Context: an optimization exercise on an open-source flow, tuned for small area, a short achievable clock period and few clock cycles. The choices shown serve that exercise and are no tape-out recipe.
Only simulation tests tie the RTL to the original design; equivalence was not proved.

===== design/flow/config.mk =====
export PLATFORM = sky130hd
export DESIGN_NAME = JAM
export DESIGN_NICKNAME = JAM
export VERILOG_FILES = /design/flow/design.v
export SDC_FILE = /design/flow/constraint.sdc
export NUM_CORES = 4
export LEC_CHECK = 0
export CAP_MARGIN = 20
export CORE_MARGIN = 2
export CORE_UTILIZATION = 40
export SETUP_SLACK_MARGIN = 2.0
export SLEW_MARGIN = 20

===== design/flow/constraint.sdc =====
create_clock -name core_clock -period 6.0 [get_ports {CLK}]
set_input_delay 1.2000 -clock core_clock [delete_from_list [all_inputs] [get_ports {CLK}]]
set_output_delay 1.2000 -clock core_clock [all_outputs]
set_load 0.01 [all_outputs]

===== design/flow/design.v =====
module JAM (
input CLK,
input RST,
output reg [2:0] W,
output reg [2:0] J,
input [6:0] Cost,
output reg [3:0] MatchCount,
output reg [9:0] MinCost,
output reg Valid );
localparam PRE = 2'd0, TAIL = 2'd1, SRCH = 2'd2, START = 2'd3;
reg [1:0]  ph;
reg [2:0]  kd, jd;       
reg        sk;           
reg [7:0]  Ud;           
reg [10:0] Bd;           
reg [6:0]  cd;           
reg [9:0]  T;            
reg        found;
reg [2:0]  js [0:6];     
reg [10:0] X  [0:6];     
reg [6:0]  r  [0:7];
reg [6:0]  c  [0:7];     
wire [10:0] thr  = Bd + {4'd0, cd};
wire [7:0]  dlt  = {1'b0, thr[6:0]} - {1'b0, Cost};
wire        hi   = |thr[10:7];
wire        le   = hi | ~dlt[7];
wire        lt   = hi | (~dlt[7] & |dlt[6:0]);
wire        srch = (ph == SRCH) & ~Valid;
wire        ev   = srch & ~sk;
wire        leaf = (kd == 3'd7);
wire        desc = ev & le & ~leaf;
wire        hit  = ev & le & leaf;
wire        impr = hit & lt;
function [2:0] pe;        
    input [7:0] m;
    begin
        casez (m)
        8'b???????1: pe = 3'd0;
        8'b??????10: pe = 3'd1;
        8'b?????100: pe = 3'd2;
        8'b????1000: pe = 3'd3;
        8'b???10000: pe = 3'd4;
        8'b??100000: pe = 3'd5;
        8'b?1000000: pe = 3'd6;
        default:     pe = 3'd7;
        endcase
    end
endfunction
wire [7:0] ohj  = 8'd1 << jd;
wire [7:0] Uc   = Ud | ohj;
wire [2:0] fc   = pe(~Uc);
wire [7:0] sibm = ~Ud & (8'hFE << jd);
wire       hsib = |sibm;
wire [2:0] jsib = pe(sibm);
wire [2:0] ka   = kd - 3'd1;
wire [2:0] ja   = js[ka];
wire [7:0] Ua   = Ud & ~(8'd1 << ja);
wire [7:0] pma  = ~Ua & (8'hFE << ja);
wire       hpa  = (kd != 3'd0) & |pma;
wire [2:0] kb   = kd - 3'd2;
wire [2:0] jb   = js[kb];
wire [7:0] Ub   = Ua & ~(8'd1 << jb);
wire [7:0] pmb  = ~Ub & (8'hFE << jb);
wire       hpb  = (kd[2:1] != 2'd0) & |pmb;
wire       endp = (kd == 3'd0) | ((kd == 3'd1) & ~hpa);    
wire       lastd = (kd == 3'd7) & (jd == 3'd7);
reg [2:0] Wn, Jn;
always @(*) begin
    if (ph == PRE) begin
        {Wn, Jn} = {kd, jd} + 6'd1;
    end else if (ph == TAIL) begin
        Wn = 3'd7; Jn = jd + 3'd1;
    end else if (ph == START) begin
        Wn = 3'd0; Jn = 3'd0;
    end else if (hsib) begin
        Wn = kd; Jn = pe(sibm);
    end else if (hpa) begin
        Wn = ka; Jn = pe(pma);
    end else if (hpb) begin
        Wn = kb; Jn = pe(pmb);
    end else if (!endp) begin
        Wn = kb; Jn = jb;
    end else begin
        Wn = 3'd7; Jn = 3'd7;
    end
end
always @(*) begin
    if (desc) begin
        W = kd + 3'd1; J = fc;
    end else begin
        W = Wn; J = Jn;
    end
end
wire [6:0]  rmin  = (Cost < cd) ? Cost : cd;
wire [6:0]  rowv  = (jd == 3'd0) ? Cost : rmin;           
wire [6:0]  val   = X[0][6:0] - Bd[6:0];                  
wire [6:0]  cmin  = (kd == 3'd1 && ph == PRE) ? val : ((val < c[0]) ? val : c[0]);
wire [9:0]  s     = (T - thr[9:0]) + {3'd0, Cost};
wire [6:0]  rnext = r[kd + 3'd1];
wire [10:0] xsel  = hpa ? X[ka] : X[kb];
wire [10:0] badd  = {1'b0, T} + ((ph == SRCH) ? xsel : {4'd0, rnext});
wire        colp  = (ph == TAIL) | (kd != 3'd0);         
wire        rowe  = (ph == PRE) & ~sk & (jd == 3'd7);     
wire [9:0]  madd  = (ph == SRCH) ? T : (rowe ? {3'd0, rowv} : {3'd0, cmin});
always @(posedge CLK or posedge RST) begin
    if (RST) begin
        ph <= PRE;
        kd <= 3'd7;
        jd <= 3'd7;
        sk <= 1'b1;
        Valid <= 1'b0;
    end else if (!Valid) begin
        if (impr) begin
            sk <= 1'b1;
        end else begin
            kd <= W;
            jd <= J;
            sk <= 1'b0;
            case (ph)
            PRE:   if (!sk && lastd) ph <= TAIL;
            TAIL:  if (jd == 3'd7) begin ph <= START; sk <= 1'b1; end
            START: ph <= SRCH;
            default: begin
                if (!desc && !hsib && !hpa && !hpb) begin
                    if (!endp) sk <= 1'b1;
                    else if (found) Valid <= 1'b1;
                    else begin ph <= START; sk <= 1'b1; end
                end
            end
            endcase
        end
    end
end
integer i;
always @(posedge CLK) begin
    if (!Valid) begin
        case (ph)
        PRE, TAIL: begin
            found <= 1'b0;
            if (!sk || ph == TAIL) begin
                if (ph == TAIL && jd == 3'd7) T <= 10'd15;
                else T[6:0] <= Cost;
                for (i = 0; i < 6; i = i + 1) X[i][6:0] <= X[i+1][6:0];
                X[6][6:0] <= T[6:0];
                cd <= rowv;
                for (i = 0; i < 7; i = i + 1) c[i] <= c[i+1];
                c[7] <= colp ? cmin : c[0];
                if (rowe) begin
                    r[kd] <= rowv;
                    Bd <= {4'd0, rowv};
                end
                if (rowe || (ph == TAIL))
                    MinCost <= ((kd == 3'd0 && ph == PRE) ? 10'd0 : MinCost) + madd;
            end
        end
        START: begin
            cd <= c[J];
            Ud <= 8'd0;
            Bd <= badd;
        end
        default: begin
            cd <= c[J];
            if (hit) begin
                found <= 1'b1;
                MatchCount <= (lt | ~found) ? 4'd1 : MatchCount + 4'd1;
                if (lt) T <= s;
            end
            if (!impr) begin
                if (desc) begin
                    Ud <= Uc;
                    Bd <= thr + {4'd0, rnext} - {4'd0, Cost};
                    js[kd] <= jd;
                    X[kd] <= Bd - {1'b0, T};
                end else if (!hsib) begin
                    Ud <= hpa ? Ua : Ub;
                    Bd <= badd;
                    if (endp) begin
                        if (found) MinCost <= MinCost + madd;
                        else T <= {T[8:0], 1'b1};
                    end
                end
            end
        end
        endcase
    end
end
endmodule

===== design/flow/run.sh =====
#!/bin/bash
# synth_recipe.tcl (not shown) runs the flow's synth.tcl, then flattens the netlist and writes it again
# the make line also repeats each setting of config.mk as NAME=value (left out here)
make -C /OpenROAD-flow-scripts/flow DESIGN_CONFIG=/design/flow/config.mk WORK_HOME=/design/flow/orfs CLKGATE_MAP_FILE= SYNTH_SCRIPT=/design/flow/synth_recipe.tcl finish

==> run notes, run 1 <==
status finished clean; Register-to-Register Path Depth 42; DP Area 20000 sq um; largest net degree at the start of global routing 60; # IOs 30; final hold violations 0; ys flop type edfxtp_1; die height 218 microns; Synth Instances 1640; Yosys reg bits 282; number of global-route vias before repair 13.9k; Post-synth EDFFs 272; CTS root buf clkbuf_16; Num CTS Buffers 35; Synth area leader edfxtp_1; Filler cells 3993; die width approximately 220 microns; top cells by count, synth 272 x edfxtp_1, 148 x a21oi_1, 136 x inv_1; hold depth 0; hold buffers post-CTS 0; Critical Path RT 4.80 ns; Num Clock Sinks about 280; Detailed Routing Iterations Pass 1 6; Layout Skew ~0.03 ns; HPWL Detailed 40300 microns; Worst Setup Start Kind register; area occupied by multi-input gates 10000 sq um; max incr delay on CP 0.45 ns; initial antenna violation count 0; die area 47700 sq um; first-pass GRT wire length 86400 microns; Clk pin slew, worst setup/hold paths 0.07 ns; setup violators final 0; FF/Latch Area 8430 sq um; highest net fanout along the worst path 3; ANT cells 0; Synth-to-Final Area Change 26.4%; initial drt markers roughly 1.4k; # rows 78; post-route cell area 23200 sq um; HP Start c[6][6]$_DFFE_PP_; Worst Hold End c[5][6]$_DFFE_PP_; R2R Setup Slk between 0.3 and 0.4 ns; CORE AREA approximately 45000 sq um; share of synthesized registers carrying an async set or reset 0.0355; drt wl/cell ~24 microns; WP data arrival approximately 4.7 ns; syn_area_per_cell around 11 sq um; Mapped Area 18400 sq um; Total GRT Usage 0.242; worst r2r dst Bd[10]$_DFFE_PP_; Max Cap Viol 0; GRT Residual Overflow 0; routed vias 14.3k; starting density of the core 0.405; fin crit period 5.90 ns; Vias/cell 5.83; count leader, synth edfxtp_1; Placer Congestion 0.937; crit path cell chain ha_2 -> inv_2 -> fa_2 -> inv_2 -> a21oi_2 -> o21bai_1 -> a21oi_1 -> o21bai_1 -> a21o_1 -> nand2_2 -> nor2_2 -> xnor2_1 -> ha_2 -> nand3b_1 -> or4_4 -> o211ai_1 -> buf_4 -> nor2_4 -> or3_1 -> a21oi_1 -> a21oi_1 -> a21oi_2 -> a21oi_2 -> buf_2; worst hold-check path type register to register; yosys warns 2; largest cells by area after synthesis edfxtp_1 44%, mux4_2 8.0%, ha_1 7.0%; proportion of synthesized chip area in sequential cells 0.459; crit-path leading delay family compound AO/OA/AOI/OAI gates; Min Hold Slack between 0.4 and 0.5 ns; I/O Buffers 29; DRT antenna net count 0; Max Slew Vio Count 0; fmax 0.169 GHz; Clock Latency Late Sink 0.57 ns; post-synth top area share 0.445; reg2reg start Bd[0]$_DFFE_PP_; CTS tree built; Total Nets Final approximately 2.0k; RSZ-0062 raised after global routing yes; kind of critical path register to primary output; Bufs and invs on worst path 4; fin crit share 0.984; DRC Markers 0; syn nets roughly 1.8k; Crit. End Element primary output; Fin Setup TNS 0 ns; Crit-path slowest cell or4_4; Slew Limit Headroom 0.359; layout cells sized above 1 0.293; Max clock buf depth 3; Post-Route WL 57900 microns; H-tree Lvls 2; Distinct cells, synth 90; Slew @ Worst Pin 0.959 ns; Util after Layout 0.511
[layout make-up]
cell class                 count  share of cell area
multi-input combinational   1137               0.432
sequential                   282               0.363
timing repair buffer         224               0.101
clock buffer                  39              0.0388
tap                          600              0.0323
inverter                     140              0.0231
clock inverter                25             0.00981
[worst register-to-register path: cells and delay by family (launching register included)]
kind            cells  cell delay [ns]
flops               1             0.35
xor+xnor            1             0.21
buf+inv            27             2.65
fa+ha+maj           3             0.80
simple gates        2             0.24
compound gates      9             1.12
[stage by stage]
stage	setup slack [ns]	std cells
6_report	0.0980	2447
4_1_cts	0.0547	2401
5_1_grt	-0.157	2447
3_5_place_dp	0.109	2264
3_3_place_gp	0.128	2264
2_1_floorplan	0.0368	1640
[state kept, by name, summed over array words and instances, names as in the netlist, 4 cells and up]
| signal | flops |
|---|---|
| MatchCount | 4 |
| T | 10 |
| c | 56 |
| cd | 7 |
| MinCost | 10 |
| Bd | 11 |
| js | 21 |
| r | 56 |
| Ud | 8 |
| X | 88 |
[cells in the final DEF (no fill, tap or decap), drive strengths merged, types with 40 or more instances in the layout]
master and n:
a21oi 149, buf 196, clkbuf 40, edfxtp 272, ha 103, inv 142
mux2i 52, mux4 65, nand2 117, nor2 134, o21ai 73, xnor2 43
[worst max path at each step]
stage / from / to / slack [ns] / depth (start not counted)
after floorplan: kd[0]$_DFFE_PP1P_ / Bd[10]$_DFFE_PP_ / 0.04 / 32
after global placement: Cost[1] / MinCost[8]$_DFFE_PP_ / 0.13 / 23
after detailed placement: cd[1]$_DFFE_PP_ / J[0] / 0.11 / 22
after CTS: cd[0]$_DFFE_PP_ / J[0] / 0.05 / 22
after global routing: Bd[0]$_DFFE_PP_ / W[0] / -0.16 / 24
final: Bd[0]$_DFFE_PP_ / W[0] / 0.1 / 24
[cells by family (layout without fill, tap and decap cells)]
family,Yosys count,after routing,synth area share
mux,143,143,0.125
compound gates,413,413,0.148
fa+ha+maj,123,123,0.0920
buf+inv,221,428,0.0481
simple gates,403,403,0.102
xor+xnor,55,55,0.0266
flops,282,282,0.459
[what timing repair did]
action	in CTS	in global routing
setup buffers	67	45
gates resized for setup	132	145
pin swaps	49	84
gates cloned	6	1
endpoints found under the hold margin	0	0
endpoints found under the setup margin	265	297
[layer usage]
metal	wire length [microns]	track usage
met2	27500	0.393
met3	3650	0.0395
met5	0	0
met1	24400	0.325
met4	2320	0.0923
Testbench counts, summed over its fixed seeds: cycles 12,906.
==> run 2: changes to the inputs <==
--- a/design/flow/config.mk
+++ b/design/flow/config.mk
@@ -9,4 +9,4 @@
 export CORE_MARGIN = 2
 export CORE_UTILIZATION = 40
-export SETUP_SLACK_MARGIN = 2.0
+export SETUP_SLACK_MARGIN = 1.0
 export SLEW_MARGIN = 20
==> run 2 against run 1 <==
Via count down 2.0%; largest cell class unchanged; hold slack better by 0.0037 ns; critical path type unchanged; setup slack worse by 0.035 ns; final area down 3.6%; critical path depth down 2; register-to-register slack about the same; non-clock buffer count down 30; clock skew down 0.0034 ns; count of clock-buffer cells in the layout down 6; sequential share of layout area up 1.4 points.
==> run notes, run 2 <==
# IOs 30 (unchanged); Detailed Routing Iterations Pass 1 5 (-1); Synth area leader edfxtp_1; placed cells 2256 (-0.35%); starting density of the core 0.405 (unchanged); most frequent cells in the layout 272 x edfxtp_1, 136 x buf_4, 127 x inv_1, 125 x nor2_1, 121 x a21oi_1; count leader, synth edfxtp_1; crit-path leading delay family simple AND/OR/NAND/NOR gates; HPWL Detailed 39600 microns (-1.9%); Vias/cell 5.79 (-0.66%); CTS root buf clkbuf_16; fin crit period 5.94 ns (+0.0346 ns); Bufs and invs on worst path 5 (+1); share of synthesized registers carrying an async set or reset 0.0355 (unchanged); initial drt markers 1137 (-17%); Synth-to-Final Area Change 21.8%; die height 218 microns (unchanged); Critical Path RT 4.80 ns (about the same); Slew Limit Headroom 0.426 (+0.0668); first-pass GRT wire length 83200 microns (-3.6%); proportion of synthesized chip area in sequential cells 0.459 (unchanged); RSZ-0062 raised after global routing yes; Max Slew Vio Count 0 (unchanged); crit path cell chain ha_2 -> inv_2 -> fa_2 -> inv_2 -> a21oi_2 -> o21bai_2 -> a21oi_2 -> o21bai_1 -> a21o_1 -> nand2_2 -> xnor2_2 -> inv_1 -> ha_2 -> nand3b_1 -> or4_4 -> o211a_4 -> nand4_1 -> o21ai_2 -> or4_4 -> o32ai_4 -> inv_2 -> buf_6; Slew @ Worst Pin 0.858 ns (-0.101 ns); cell mode on critical path inv_2; layout cells sized above 1 0.259 (-0.0343); fin crit share 0.989 (+0.00576); final hold violations 0 (unchanged); highest net fanout along the worst path 4 (+1); status finished clean; Post-Route WL 55600 microns (-4.0%); Total GRT Usage 0.230 (-0.0116); WP data arrival 4.74 ns (+0.04 ns); die width 218 microns (unchanged); Layout Skew 0.0273 ns (-0.00342 ns); Placer Congestion 0.915 (-2.4%); yosys warns 2 (unchanged); Synth Instances 1640 (unchanged); Regs by FF count X: 88 flops, c: 56 flops, r: 56 flops; max incr delay on CP 0.46 ns (about the same); Clk pin slew, worst setup/hold paths 0.06 ns (about the same); worst hold-check path type register to register; Mapped Area 18400 sq um (unchanged); GRT Residual Overflow 0 (unchanged); initial antenna violation count 1 (+1); setup violators final 0 (unchanged); ys flop type edfxtp_1; Filler cells 4053 (+1.5%); area occupied by multi-input gates 9730 sq um (-2.8%); Crit-path slowest cell or4_4; Post-synth EDFFs 272 (unchanged); CTS tree built; kind of critical path register to primary output; Final Instance Count excl. Fillers 2413 (-1.4%); largest cells by area after synthesis edfxtp_1 44%, mux4_2 8.0%, ha_1 7.0%; post-synth top area share 0.445 (unchanged); Clock Latency Late Sink 0.59 ns (+0.02 ns); largest net degree at the start of global routing 70 (+17%); Yosys reg bits 282 (unchanged); DRT antenna net count 0 (unchanged); DRC Markers 0 (unchanged); commonest non-fill, non-tap cell in the layout edfxtp_1; Max clock buf depth 3 (unchanged); Distinct cells, synth 90 (unchanged); die area 47700 sq um (unchanged); # rows 78 (unchanged); H-tree Lvls 1 (-1); top cells by count, synth 272 x edfxtp_1, 148 x a21oi_1, 136 x inv_1; Total Nets Final 1919 (-1.7%); I/O Buffers 29 (unchanged); Num CTS Buffers 31 (-11%); Max Cap Viol 0 (unchanged); Num Clock Sinks 282 (unchanged); max FFs per register 88 (unchanged); Largest Register X; Crit. End Element primary output; syn_area_per_cell 11.2 sq um (unchanged); FF/Latch Area 8430 sq um (unchanged); routed vias 14.0k (-2.0%); hold buffers post-CTS 0 (unchanged); Worst Setup Start Kind register; number of global-route vias before repair 13.7k (-1.6%); CORE AREA 45400 sq um (unchanged); drt wl/cell 23.0 microns (-2.6%); syn nets 1772 (unchanged); fmax 0.168 GHz (-0.58%)
[run 2: kinds of logic after synthesis]
kind of cell / synth area share
AO/OA/AOI/OAI: 0.148
XOR/XNOR: 0.0266
adder cells (fa/ha/maj): 0.0920
buffers and inverters: 0.0481
flip-flops: 0.459
multiplexers: 0.125
AND/OR/NAND/NOR: 0.102
[run 2: layout make-up]
class | count | share of cell area
clock buffers | 33 | 0.0350
clock inverters | 23 | 0.0161
well taps | 600 | 0.0336
diodes | 3 | 0.000336
repair buffers | 194 | 0.0795
flip-flops and latches | 282 | 0.377
multi-input cells | 1138 | 0.435
inverters | 140 | 0.0237
[run 2: repair_timing]
item | 4_1_cts | 5_1_grt
pin swaps | 28 | 72
buffers inserted | 50 | 44
gates resized for setup | 95 | 89
endpoints found under the setup margin | 39 | 111
endpoints found under the hold margin | 0 | 0
cloned | 2 | 2
[run 2: layer usage]
layer	track usage	routed length, microns
met2	0.383	26700
met5	0	0
met4	0.0855	2040
met1	0.309	23300
met3	0.0301	3560
[run 2: worst reg2reg max path: cells and delay by family (launching register included)]
family / cells / cell delay (ns)
XOR/XNOR: 1 / 0.15
flip-flops: 1 / 0.40
adder cells (fa/ha/maj): 3 / 0.79
buffers and inverters: 23 / 2.72
AND/OR/NAND/NOR: 1 / 0.08
AO/OA/AOI/OAI: 10 / 1.48
[run 2: path summary, 6_finish.rpt]
path | endpoint | from | depth (start not counted) | slack, ns
hold / removal | c[0][5]$_DFFE_PP_ | c[1][5]$_DFFE_PP_ | 0 | 0.44
setup / recovery | J[2] | Bd[0]$_DFFE_PP_ | 22 | 0.06
min in group asynchronous | ph[1]$_DFFE_PP0P_ | RST | 2 | 0.96
setup reg to reg | kd[0]$_DFFE_PP1P_ | cd[0]$_DFFE_PP_ | 38 | 0.34
max in group asynchronous | kd[2]$_DFFE_PP1P_ | RST | 2 | 4.69
hold reg to reg | c[0][5]$_DFFE_PP_ | c[1][5]$_DFFE_PP_ | 0 | 0.44
[run 2: through the flow]
stage           util  hold slack [ns]  setup slack, ns  cell area [sq um]  TNS [ns]
2_1_floorplan      -            0.417           0.0357              18600         0
3_3_place_gp   0.436            0.421            0.176              19800         0
3_5_place_dp   0.436            0.424            0.126              19800         0
4_1_cts        0.476            0.440          -0.0423              21600   -0.0789
5_1_grt        0.493            0.457          -0.0953              22400    -0.184
6_report       0.493            0.442           0.0634              22400         0

## static timing again, ports no longer ideal
In the flow no input, the clock included, has a driving cell. The finished layouts below were timed again as built, in two steps. Step 1 assumes that a clkbuf_16 drives the clock port and a buf_2 every other input. Step 2 also shifts input and output timing later by t, the mid clock arrival at the registers, as if the neighbouring blocks saw the same clock. a / b / c = ideal / step 1 / step 2; a / b = the first two.
| run | t (ns) | slack for setup (ns) | worst setup path after step 2 | latest minus earliest clock arrival (ns) |
|---|---|---|---|---|
| run 1 | 0.615 | 0.098 / 0.043 / 0.266 | input to register | 0.031 / 0.031 |
| run 2 | 0.633 | 0.063 / 0.007 / 0.345 | register to register | 0.027 / 0.028 |
After both steps setup and hold are still met in every run listed.
